This is an optimization exercise on Yosys and OpenROAD, whose aim is a short achievable clock period and few clock cycles, not a production implementation. Only simulation tests tie the RTL to the original design; equivalence was not proved. Power and IR drop assume default switching activity.

before:
==> flow/design.v (excerpt) <==
module main(
    input  wire        clk,
    input  wire        rst,
    output wire [31:0] imem_addr,
    input  wire [31:0] imem_rdata,
    output wire [31:0] dmem_addr,
    output wire        dmem_re,
    output wire [3:0]  dmem_wstrb,
    output wire [31:0] dmem_wdata,
    input  wire [31:0] dmem_rdata
);
For scale: roughly 170 I/O pins, ~78000 um2 of cells after synthesis.
==> flow/config.mk <==
export PLATFORM = sky130hd
export DESIGN_NAME = main
export DESIGN_NICKNAME = main
export VERILOG_FILES = /design/flow/design.v
export SDC_FILE = /design/flow/constraint.sdc
export NUM_CORES = 4
export LEC_CHECK = 0
export CAP_MARGIN = 20
export CORE_MARGIN = 2
export CORE_UTILIZATION = 40
export PLACE_DENSITY = 0.6
export SLEW_MARGIN = 20
export SYNTH_HIERARCHICAL = 1
==> flow/constraint.sdc <==
create_clock -name core_clock -period 10.0 [get_ports {clk}]
set_input_delay 2.0000 -clock core_clock [delete_from_list [all_inputs] [get_ports {clk}]]
set_output_delay 2.0000 -clock core_clock [all_outputs]
set_load 0.01 [all_outputs]
standard.sh (not shown) runs the stock make flow with config.mk's settings and CLKGATE_MAP_FILE= SYNTH_SCRIPT=/design/flow/synth_recipe.tcl, a recipe that flattens the netlist after the stock synthesis.
==> flow/flow/run.sh <==
#!/bin/bash
set -euo pipefail
bash standard.sh SETUP_SLACK_MARGIN=7 place > flow_place.log 2>&1
PLACE_ODB="$PWD/orfs/results/$FLOW_PLATFORM/main/base/3_place.odb" \
  openroad -no_init -exit flow/move_out_ffs.tcl > flow_move.log 2>&1
bash standard.sh SETUP_SLACK_MARGIN=7 finish > flow_orfs.log 2>&1
==> flow/flow/move_out_ffs.tcl <==
# Place each flip-flop that drives a data-port output (through its output
# buffer) next to that buffer, then legalize. The flip-flop's Q wire to the
# pin is then short; its D input has slack to spare.
set odb $::env(PLACE_ODB)
read_db $odb
set block [ord::get_db_block]
set moved 0
foreach bterm [$block getBTerms] {
  if {[$bterm getIoType] != "OUTPUT"} { continue }
  set name [$bterm getName]
  if {![string match "dmem_*" $name]} { continue }
  set net [$bterm getNet]
  set buf ""
  foreach it [$net getITerms] { if {[$it isOutputSignal]} { set buf [$it getInst] } }
  if {$buf == ""} { continue }
  set innet ""
  foreach it [$buf getITerms] { if {[$it isInputSignal]} { set innet [$it getNet] } }
  if {$innet == ""} { continue }
  set drv ""
  set nload 0
  foreach it [$innet getITerms] {
    if {[$it isOutputSignal]} { set drv [$it getInst] } else { incr nload }
  }
  if {$drv == "" || $nload != 1} { continue }
  if {![string match "*dfxtp*" [[$drv getMaster] getName]]} { continue }
  set loc [$buf getLocation]
  $drv setLocation [lindex $loc 0] [lindex $loc 1]
  $drv setPlacementStatus PLACED
  incr moved
}
puts "moved $moved flip-flops"
detailed_placement
check_placement -verbose
write_db $odb
Testbench counts of before, summed over its fixed seeds: cycles 39,136.
## Diff of input files: after against before
--- a/flow/design.v
+++ b/flow/design.v
@@ -89,16 +89,18 @@
     reg         e_pre;
     reg  [31:0] m_res, m_wdata;
     reg  [31:0] m_addr;    
     reg         m_ld;      
     reg  [3:0]  m_wstrb;
     reg  [4:0]  m_rd;
     reg         m_wbe, m_mr;
     reg  [2:0]  m_f3;
+    reg         m_l00, m_l01, m_l02, m_l03, m_l11, m_l12, m_l13, m_lw, m_byte;
+    reg         m_sb0, m_sb1, m_sb2, m_sb3;
     reg  [31:0] w_val;
     reg  [4:0]  w_rd;
     reg         w_wbe;
     reg  [31:0] rf [1:31];
     wire branch, hdu;
     wire [31:0] pc_next, c, wbval;
     assign imem_addr = pc;
     wire [31:0] fi = imem_rdata;
@@ -225,31 +227,45 @@
         e_o    <= n_o;
         e_aluop <= d_pre ? 10'd0 : d_aluop;
         e_pre  <= d_pre;
     end
     wire [31:0] a  = e_a;
     wire [31:0] b  = e_b;
     wire [31:0] ob = e_o;
     wire [31:0] sum, n_a, n_b, n_o, n_m;
+    wire [31:0] agu = a + e_imm;
     alu u_alu(.a(a), .b(ob), .op(e_aluop), .pre(e_pre), .prev(e_prev),
               .s_a(fam), .s_b(fbm), .s_o(om), .s_m(e_mr | e_mw),
               .r_a(r_a), .r_b(r_b), .r_o(r_o),
               .c(c), .sum(sum), .n_a(n_a), .n_b(n_b), .n_o(n_o), .n_m(n_m));
     wire jj    = e_nb & (e_jal | e_jalr);
     wire bb    = e_nb & e_isbr;
     branch_unit u_br(.rst(rst), .a(a), .b(b), .ceq(e_ceq), .clt(e_clt), .cltu(e_cltu),
                      .inv(e_cinv), .jj(jj), .bb(bb), .jalr(e_jalr), .imm(e_imm), .tgt(e_tgt),
                      .pcs(pcs), .branch(branch), .pc_next(pc_next));
     always @(posedge clk) begin
         m_res   <= c;
-        m_addr  <= n_m;
+        m_addr  <= {32{e_mr | e_mw}} & agu;
         m_ld    <= e_mr;
         m_rd    <= e_rd;
         m_f3    <= e_f3;
+        m_l00   <= e_f3[1] || sum[1:0] == 2'd0;
+        m_l01   <= !e_f3[1] && sum[1:0] == 2'd1;
+        m_l02   <= !e_f3[1] && sum[1:0] == 2'd2;
+        m_l03   <= !e_f3[1] && sum[1:0] == 2'd3;
+        m_l11   <= e_f3[1] || (e_f3[1:0] == 2'd1 && sum[1:0] == 2'd0);
+        m_l12   <= e_f3[1:0] == 2'd1 && sum[1:0] == 2'd1;
+        m_l13   <= e_f3[1:0] == 2'd1 && sum[1:0] == 2'd2;
+        m_lw    <= e_f3[1];
+        m_byte  <= e_f3[1:0] == 2'd0;
+        m_sb0   <= e_f3[2:0] == 3'd0 && sum[1:0] == 2'd0;
+        m_sb1   <= (e_f3[2:0] == 3'd0 && sum[1:0] == 2'd1) || (e_f3[2:0] == 3'd1 && sum[1:0] == 2'd0);
+        m_sb2   <= (e_f3[2:0] == 3'd0 && sum[1:0] == 2'd2) || (e_f3[2:0] == 3'd1 && sum[1:0] == 2'd1);
+        m_sb3   <= (e_f3[2:0] == 3'd0 && sum[1:0] == 2'd3) || (e_f3[2:0] == 3'd1 && sum[1:0] == 2'd2);
         m_wbe   <= !rst && e_wbe && e_nb;
         m_mr    <= !rst && e_mr && e_nb;
         if (rst || !e_mw || !e_nb)
             m_wstrb <= 4'b0000;
         else case (e_f3[1:0])
             2'd0:    m_wstrb <= 4'b0001 << sum[1:0];
             2'd1:    m_wstrb <= sum[1] ? 4'b1100 : 4'b0011;
             default: m_wstrb <= 4'b1111;
@@ -259,27 +275,24 @@
             2'd1:    m_wdata <= {2{b[15:0]}};
             default: m_wdata <= b;
         endcase
     end
     assign dmem_addr  = m_addr;
     assign dmem_re    = m_mr;
     assign dmem_wstrb = m_wstrb;
     assign dmem_wdata = m_wdata;
-    wire [31:0] sh = dmem_rdata >> {m_res[1:0], 3'b000};
-    reg  [31:0] ld;
-    always @(*) begin
-        case (m_f3)
-            3'd0:    ld = {{24{sh[7]}}, sh[7:0]};
-            3'd1:    ld = {{16{sh[15]}}, sh[15:0]};
-            3'd4:    ld = {24'b0, sh[7:0]};
-            3'd5:    ld = {16'b0, sh[15:0]};
-            default: ld = dmem_rdata;
-        endcase
-    end
+    wire [31:0] r = dmem_rdata;
+    wire sgn = (m_sb0 & r[7]) | (m_sb1 & r[15]) | (m_sb2 & r[23]) | (m_sb3 & r[31]);
+    wire [31:0] ld;
+    assign ld[7:0]   = ({8{m_l00}} & r[7:0]) | ({8{m_l01}} & r[15:8]) |
+                       ({8{m_l02}} & r[23:16]) | ({8{m_l03}} & r[31:24]);
+    assign ld[15:8]  = ({8{m_l11}} & r[15:8]) | ({8{m_l12}} & r[23:16]) |
+                       ({8{m_l13}} & r[31:24]) | {8{m_byte & sgn}};
+    assign ld[31:16] = ({16{m_lw}} & r[31:16]) | {16{sgn}};
     assign wbval = m_ld ? ld : m_res;
     always @(posedge clk) begin
         w_val <= wbval;
         w_rd  <= m_rd;
         w_wbe <= !rst && m_wbe;
     end
     always @(posedge clk) begin
         if (w_wbe && w_rd != 5'd0)
### Flow results
Cell count, after and before, higher one = after.
Utilization sits lower in after than in before.
Clock power sits lower in after than in before.
Of after and before, the lower count of filler cells inserted in the layout belongs to before.
Looking only at cell area after placement, and setting everything else aside, the lower value of after and before goes to before.
Total design power for after: 0.11 mW up relative to before
after: area overhead of the layout relative to synthesis 1.8 points below before
Delta (after minus before): sequential cell area increased about 0.4%, routed wire length saw an increase.
The hold slack of after was superior to that of before.
Post-placement setup slack on after is down relative to before.
Looking at reg2reg setup slack, after sits 0.13 ns lower than before does.
Testbench counts of after, summed over its fixed seeds: cycles 39,136.

The RTL this note starts from:
==> flow/design.v <==
module alu(
    input  wire [31:0] a,
    input  wire [31:0] b,
    input  wire [9:0]  op,
    input  wire        pre,
    input  wire [31:0] prev,
    output wire [31:0] c,
    output wire [31:0] sum
);
    wire [31:0] diff = a - b;
    wire        slt  = $signed(a) < $signed(b);
    wire        sltu = a < b;
    wire [31:0] sll  = a << b[4:0];
    wire [31:0] srl  = a >> b[4:0];
    wire [31:0] sra  = $signed(a) >>> b[4:0];
    assign sum = a + b;
    assign c = ({32{op[0]}} & sum) |
               ({32{op[1]}} & diff) |
               ({32{op[2]}} & sll) |
               {31'd0, op[3] & slt} |
               {31'd0, op[4] & sltu} |
               ({32{op[5]}} & (a ^ b)) |
               ({32{op[6]}} & srl) |
               ({32{op[7]}} & sra) |
               ({32{op[8]}} & (a | b)) |
               ({32{op[9]}} & (a & b)) |
               ({32{pre}} & prev);
endmodule
module branch_cmp(
    input  wire [31:0] a,
    input  wire [31:0] b,
    input  wire        ceq,
    input  wire        clt,
    input  wire        cltu,
    input  wire        inv,
    output wire        cond
);
    wire beq    = (a == b);
    wire lt31   = a[30:0] < b[30:0];
    wire samesg = a[31] == b[31];
    wire blt    = samesg ? lt31 : a[31];
    wire bltu   = samesg ? lt31 : b[31];
    assign cond = ((ceq & beq) | (clt & blt) | (cltu & bltu)) ^ inv;
endmodule
module main(
    input  wire        clk,
    input  wire        rst,
    output wire [31:0] imem_addr,
    input  wire [31:0] imem_rdata,
    output wire [31:0] dmem_addr,
    output wire        dmem_re,
    output wire [3:0]  dmem_wstrb,
    output wire [31:0] dmem_wdata,
    input  wire [31:0] dmem_rdata
);
    reg  [31:0] pc;
    reg         d_valid;
    reg  [31:0] d_pc, d_inst, d_imm;
    reg         d_wb, d_mr, d_mw, d_br, d_jal, d_jalr, d_lui, d_urs1, d_urs2;
    reg         d_alusrc, d_pre;
    reg  [9:0]  d_aluop;    
    reg         e_nb;      
    reg         e_wbe, e_mr, e_mw, e_jal, e_jalr;
    reg         e_isbr, e_ceq, e_clt, e_cltu, e_cinv;
    reg  [4:0]  e_rd;
    reg  [2:0]  e_f3;
    reg  [31:0] e_imm, e_tgt, e_prev;
    reg  [31:0] e_a, e_b, e_o;
    reg  [9:0]  e_aluop;
    reg         e_pre;
    reg  [31:0] m_res, m_wdata;
    reg  [31:0] m_addr;    
    reg         m_ld;      
    reg  [3:0]  m_wstrb;
    reg  [4:0]  m_rd;
    reg         m_wbe, m_mr;
    reg  [2:0]  m_f3;
    reg  [31:0] w_val;
    reg  [4:0]  w_rd;
    reg         w_wbe;
    reg  [31:0] rf [1:31];
    wire branch, hdu;
    wire [31:0] bpc, c, wbval;
    assign imem_addr = pc;
    wire [31:0] fi = imem_rdata;
    wire [6:0]  fop = fi[6:0];
    wire [2:0]  ff3 = fi[14:12];
    wire f_op    = (fop == 7'd51);
    wire f_opimm = (fop == 7'd19);
    wire f_load  = (fop == 7'd3);
    wire f_store = (fop == 7'd35);
    wire f_jalr  = (fop == 7'd103);
    wire f_jal   = (fop == 7'd111);
    wire f_auipc = (fop == 7'd23);
    wire f_lui   = (fop == 7'd55);
    wire f_br    = (fop == 7'd99);
    wire f_alu   = f_op | f_opimm;
    reg [31:0] f_imm;
    always @(*) begin
        if (f_store)              f_imm = {{20{fi[31]}}, fi[31:25], fi[11:7]};
        else if (f_auipc | f_lui) f_imm = {fi[31:12], 12'b0};
        else if (f_jal)           f_imm = {{11{fi[31]}}, fi[31], fi[19:12], fi[20], fi[30:21], 1'b0};
        else if (f_br)            f_imm = {{19{fi[31]}}, fi[31], fi[7], fi[30:25], fi[11:8], 1'b0};
        else                      f_imm = {{20{fi[31]}}, fi[31:20]};
    end
    reg [9:0] f_aluop;
    always @(*) begin
        f_aluop = 10'b0000000001;                       
        if (f_alu) begin
            case (ff3)
                3'd0: f_aluop = (f_op & fi[30]) ? 10'b0000000010 : 10'b0000000001;
                3'd1: f_aluop = 10'b0000000100;
                3'd2: f_aluop = 10'b0000001000;
                3'd3: f_aluop = 10'b0000010000;
                3'd4: f_aluop = 10'b0000100000;
                3'd5: f_aluop = fi[30] ? 10'b0010000000 : 10'b0001000000;
                3'd6: f_aluop = 10'b0100000000;
                3'd7: f_aluop = 10'b1000000000;
            endcase
        end
    end
    wire [31:0] pcs = pc + {29'd0, !hdu, 2'b00};
    always @(posedge clk)
        pc <= rst ? 32'd0 : branch ? bpc : pcs;
    always @(posedge clk) begin
        if (rst || branch)
            d_valid <= 1'b0;
        else if (!hdu)
            d_valid <= 1'b1;
        if (!hdu) begin
            d_pc     <= pc;
            d_inst   <= fi;
            d_imm    <= f_imm;
            d_wb     <= f_alu | f_load | f_jalr | f_jal | f_auipc | f_lui;
            d_mr     <= f_load;
            d_mw     <= f_store;
            d_br     <= f_br;
            d_jal    <= f_jal;
            d_jalr   <= f_jalr;
            d_lui    <= f_lui;
            d_urs1   <= f_alu | f_load | f_store | f_jalr | f_br;
            d_urs2   <= f_op | f_store | f_br;
            d_alusrc <= f_opimm | f_load | f_store;
            d_pre    <= f_jal | f_jalr | f_auipc | f_lui;
            d_aluop  <= f_aluop;
        end
    end
    wire [4:0] rs1 = d_inst[19:15];
    wire [4:0] rs2 = d_inst[24:20];
    wire [4:0] rd  = d_inst[11:7];
    wire [2:0] f3  = d_inst[14:12];
    reg [31:0] rd1, rd2;
    always @(*) begin
        if (rs1 == 5'd0)                 rd1 = 32'd0;
        else if (w_wbe && w_rd == rs1)   rd1 = w_val;
        else                             rd1 = rf[rs1];
        if (rs2 == 5'd0)                 rd2 = 32'd0;
        else if (w_wbe && w_rd == rs2)   rd2 = w_val;
        else                             rd2 = rf[rs2];
    end
    wire [31:0] tgt = d_pc + d_imm;
    wire [31:0] pc4 = d_pc + 32'd4;
    wire [31:0] prev = (d_jal | d_jalr) ? pc4 : d_lui ? d_imm : tgt;
    assign hdu = d_valid && e_mr && e_nb && (e_rd != 5'd0) &&
                 ((d_urs1 && e_rd == rs1) || (d_urs2 && e_rd == rs2));
    wire fam = !rst && e_wbe && e_nb && e_rd == rs1;
    wire faw = !fam && !rst && m_wbe && m_rd == rs1;
    wire fbm = !rst && e_wbe && e_nb && e_rd == rs2;
    wire fbw = !fbm && !rst && m_wbe && m_rd == rs2;
    wire kill = rst || hdu;
    wire fal = faw && m_ld;
    wire fax = faw && !m_ld;
    wire far = !fam && !faw;
    wire fbl = fbw && m_ld;
    wire fbx = fbw && !m_ld;
    wire fbr = !fbm && !fbw;
    wire oi  = d_alusrc;
    wire om  = fbm && !d_alusrc;
    wire ol  = fbl && !d_alusrc;
    wire ox  = fbx && !d_alusrc;
    wire orr = fbr && !d_alusrc;
    wire dv   = d_valid;
    always @(posedge clk) begin
        e_nb   <= !branch;
        e_wbe  <= !kill && dv && d_wb && rd != 5'd0;
        e_mr   <= !kill && dv && d_mr;
        e_mw   <= !kill && dv && d_mw;
        e_jal  <= !kill && dv && d_jal;
        e_jalr <= !kill && dv && d_jalr;
        e_isbr <= !kill && dv && d_br && f3 != 3'd2 && f3 != 3'd3;
        e_ceq  <= f3[2:1] == 2'd0;
        e_clt  <= f3[2:1] == 2'd2;
        e_cltu <= f3[2:1] == 2'd3;
        e_cinv <= f3[0];
        e_rd   <= rd;
        e_f3   <= f3;
        e_imm  <= d_imm;
        e_tgt  <= tgt;
        e_prev <= prev;
        e_a    <= ({32{fam}} & c) | ({32{fal}} & ld) | ({32{fax}} & m_res) | ({32{far}} & rd1);
        e_b    <= ({32{fbm}} & c) | ({32{fbl}} & ld) | ({32{fbx}} & m_res) | ({32{fbr}} & rd2);
        e_o    <= ({32{om}} & c) | ({32{ol}} & ld) | ({32{ox}} & m_res) | ({32{oi}} & d_imm) |
                  ({32{orr}} & rd2);
        e_aluop <= d_pre ? 10'd0 : d_aluop;
        e_pre  <= d_pre;
    end
    wire [31:0] a  = e_a;
    wire [31:0] b  = e_b;
    wire [31:0] ob = e_o;
    wire [31:0] sum;
    alu u_alu(.a(a), .b(ob), .op(e_aluop), .pre(e_pre), .prev(e_prev), .c(c), .sum(sum));
    wire cond;
    branch_cmp u_cmp(.a(a), .b(b), .ceq(e_ceq), .clt(e_clt), .cltu(e_cltu), .inv(e_cinv),
                     .cond(cond));
    wire jj    = e_nb & (e_jal | e_jalr);
    wire bb    = e_nb & e_isbr;
    assign branch = jj | (bb & cond);
    wire [31:0] jt = a + e_imm;
    assign bpc = e_jalr ? {jt[31:1], 1'b0} : e_tgt;
    always @(posedge clk) begin
        m_res   <= c;
        m_addr  <= {32{e_mr | e_mw}} & c;
        m_ld    <= e_mr;
        m_rd    <= e_rd;
        m_f3    <= e_f3;
        m_wbe   <= !rst && e_wbe && e_nb;
        m_mr    <= !rst && e_mr && e_nb;
        if (rst || !e_mw || !e_nb)
            m_wstrb <= 4'b0000;
        else case (e_f3[1:0])
            2'd0:    m_wstrb <= 4'b0001 << sum[1:0];
            2'd1:    m_wstrb <= sum[1] ? 4'b1100 : 4'b0011;
            default: m_wstrb <= 4'b1111;
        endcase
        case (e_f3[1:0])
            2'd0:    m_wdata <= {4{b[7:0]}};
            2'd1:    m_wdata <= {2{b[15:0]}};
            default: m_wdata <= b;
        endcase
    end
    assign dmem_addr  = m_addr;
    assign dmem_re    = m_mr;
    assign dmem_wstrb = m_wstrb;
    assign dmem_wdata = m_wdata;
    wire [31:0] sh = dmem_rdata >> {m_res[1:0], 3'b000};
    reg  [31:0] ld;
    always @(*) begin
        case (m_f3)
            3'd0:    ld = {{24{sh[7]}}, sh[7:0]};
            3'd1:    ld = {{16{sh[15]}}, sh[15:0]};
            3'd4:    ld = {24'b0, sh[7:0]};
            3'd5:    ld = {16'b0, sh[15:0]};
            default: ld = dmem_rdata;
        endcase
    end
    assign wbval = m_ld ? ld : m_res;
    always @(posedge clk) begin
        w_val <= wbval;
        w_rd  <= m_rd;
        w_wbe <= !rst && m_wbe;
    end
    always @(posedge clk) begin
        if (w_wbe && w_rd != 5'd0)
            rf[w_rd] <= w_val;
    end
endmodule
export LEC_CHECK = 0
export CAP_MARGIN = 20
export CORE_MARGIN = 2
export CORE_UTILIZATION = 40
export PLACE_DENSITY = 0.6
export SLEW_MARGIN = 20
export SYNTH_HIERARCHICAL = 1
create_clock -name core_clock -period 10.0 [get_ports {clk}]
==> flow/flow/run.sh <==
#!/bin/bash
set -euo pipefail
bash standard.sh SETUP_SLACK_MARGIN=7 finish > flow_orfs.log 2>&1
The starting point completed without violations.
Testbench counts at the start, summed over its fixed seeds: cycles 39,136.
Change:
--- a/flow/design.v
+++ b/flow/design.v
@@ -5,6 +5,9 @@
     input  wire        pre,
     input  wire [31:0] prev,
+    input  wire        s_a, s_b, s_o, s_m,
+    input  wire [31:0] r_a, r_b, r_o,
     output wire [31:0] c,
-    output wire [31:0] sum
+    output wire [31:0] sum,
+    output wire [31:0] n_a, n_b, n_o, n_m
 );
     wire [31:0] diff = a - b;
@@ -26,6 +29,11 @@
                ({32{op[9]}} & (a & b)) |
                ({32{pre}} & prev);
+    assign n_a = ({32{s_a}} & c) | r_a;
+    assign n_b = ({32{s_b}} & c) | r_b;
+    assign n_o = ({32{s_o}} & c) | r_o;
+    assign n_m = {32{s_m}} & c;
 endmodule
-module branch_cmp(
+module branch_unit(
+    input  wire        rst,
     input  wire [31:0] a,
     input  wire [31:0] b,
@@ -34,5 +42,12 @@
     input  wire        cltu,
     input  wire        inv,
-    output wire        cond
+    input  wire        jj,
+    input  wire        bb,
+    input  wire        jalr,
+    input  wire [31:0] imm,
+    input  wire [31:0] tgt,
+    input  wire [31:0] pcs,
+    output wire        branch,
+    output wire [31:0] pc_next
 );
     wire beq    = (a == b);
@@ -41,5 +56,9 @@
     wire blt    = samesg ? lt31 : a[31];
     wire bltu   = samesg ? lt31 : b[31];
-    assign cond = ((ceq & beq) | (clt & blt) | (cltu & bltu)) ^ inv;
+    wire cond   = ((ceq & beq) | (clt & blt) | (cltu & bltu)) ^ inv;
+    assign branch = jj | (bb & cond);
+    wire [31:0] jt  = a + imm;
+    wire [31:0] bpc = jalr ? {jt[31:1], 1'b0} : tgt;
+    assign pc_next = rst ? 32'd0 : branch ? bpc : pcs;
 endmodule
 module main(
@@ -81,5 +100,5 @@
     reg  [31:0] rf [1:31];
     wire branch, hdu;
-    wire [31:0] bpc, c, wbval;
+    wire [31:0] pc_next, c, wbval;
     assign imem_addr = pc;
     wire [31:0] fi = imem_rdata;
@@ -122,5 +141,5 @@
     wire [31:0] pcs = pc + {29'd0, !hdu, 2'b00};
     always @(posedge clk)
-        pc <= rst ? 32'd0 : branch ? bpc : pcs;
+        pc <= pc_next;
     always @(posedge clk) begin
         if (rst || branch)
@@ -181,4 +200,8 @@
     wire orr = fbr && !d_alusrc;
     wire dv   = d_valid;
+    wire [31:0] r_a = ({32{fal}} & ld) | ({32{fax}} & m_res) | ({32{far}} & rd1);
+    wire [31:0] r_b = ({32{fbl}} & ld) | ({32{fbx}} & m_res) | ({32{fbr}} & rd2);
+    wire [31:0] r_o = ({32{ol}} & ld) | ({32{ox}} & m_res) | ({32{oi}} & d_imm) |
+                      ({32{orr}} & rd2);
     always @(posedge clk) begin
         e_nb   <= !branch;
@@ -198,8 +221,7 @@
         e_tgt  <= tgt;
         e_prev <= prev;
-        e_a    <= ({32{fam}} & c) | ({32{fal}} & ld) | ({32{fax}} & m_res) | ({32{far}} & rd1);
-        e_b    <= ({32{fbm}} & c) | ({32{fbl}} & ld) | ({32{fbx}} & m_res) | ({32{fbr}} & rd2);
-        e_o    <= ({32{om}} & c) | ({32{ol}} & ld) | ({32{ox}} & m_res) | ({32{oi}} & d_imm) |
-                  ({32{orr}} & rd2);
+        e_a    <= n_a;
+        e_b    <= n_b;
+        e_o    <= n_o;
         e_aluop <= d_pre ? 10'd0 : d_aluop;
         e_pre  <= d_pre;
@@ -208,17 +230,17 @@
     wire [31:0] b  = e_b;
     wire [31:0] ob = e_o;
-    wire [31:0] sum;
-    alu u_alu(.a(a), .b(ob), .op(e_aluop), .pre(e_pre), .prev(e_prev), .c(c), .sum(sum));
-    wire cond;
-    branch_cmp u_cmp(.a(a), .b(b), .ceq(e_ceq), .clt(e_clt), .cltu(e_cltu), .inv(e_cinv),
-                     .cond(cond));
+    wire [31:0] sum, n_a, n_b, n_o, n_m;
+    alu u_alu(.a(a), .b(ob), .op(e_aluop), .pre(e_pre), .prev(e_prev),
+              .s_a(fam), .s_b(fbm), .s_o(om), .s_m(e_mr | e_mw),
+              .r_a(r_a), .r_b(r_b), .r_o(r_o),
+              .c(c), .sum(sum), .n_a(n_a), .n_b(n_b), .n_o(n_o), .n_m(n_m));
     wire jj    = e_nb & (e_jal | e_jalr);
     wire bb    = e_nb & e_isbr;
-    assign branch = jj | (bb & cond);
-    wire [31:0] jt = a + e_imm;
-    assign bpc = e_jalr ? {jt[31:1], 1'b0} : e_tgt;
+    branch_unit u_br(.rst(rst), .a(a), .b(b), .ceq(e_ceq), .clt(e_clt), .cltu(e_cltu),
+                     .inv(e_cinv), .jj(jj), .bb(bb), .jalr(e_jalr), .imm(e_imm), .tgt(e_tgt),
+                     .pcs(pcs), .branch(branch), .pc_next(pc_next));
     always @(posedge clk) begin
         m_res   <= c;
-        m_addr  <= {32{e_mr | e_mw}} & c;
+        m_addr  <= n_m;
         m_ld    <= e_mr;
         m_rd    <= e_rd;
After rerunning: The changed run finished with timing, DRC and antenna clean; setup slack improves by 0.21 ns; core utilization hardly moves; design area grows by about 1.2%; die area grows by about 1.2%; final cell count grows by 0.76%; routed wire length grows by 4.5%; non-clock buffer count rises by 43; sequential power is lower by about 0.8%; synthesized cell count is about the same; sequential share of layout area falls by 0.56 points; power is about the same.
Testbench counts after the change, summed over its fixed seeds: cycles 39,136.

==> port drivers added, routing unchanged <==
The flow's constraints put no driver on any port. The routed layouts listed below were extracted and timed again, unchanged, in two steps. Step 1 assumes that a clkbuf_16 drives the clock port and a buf_2 every other input. Step 2 also shifts input and output timing later by t, the mid clock arrival at the registers, as if the neighbouring blocks saw the same clock. a / b / c = no drivers / after step 1 / after step 2; a / b = the first two.
run	shift t [ns]	setup WS [ns]	worst setup path at the end
before	0.909	6.663 / 6.610 / 5.907	input to register
after	0.889	6.537 / 6.537 / 5.862	input to register
the first run of note 2	0.883	6.388 / 6.388 / 5.979	input to register
the second run of note 2	0.889	6.598 / 6.506 / 5.900	input to register
After both steps every run listed still meets setup and hold. For before, which loses most, drivers alone change the setup slack by -0.053 ns; drivers and shift together by -0.756 ns.
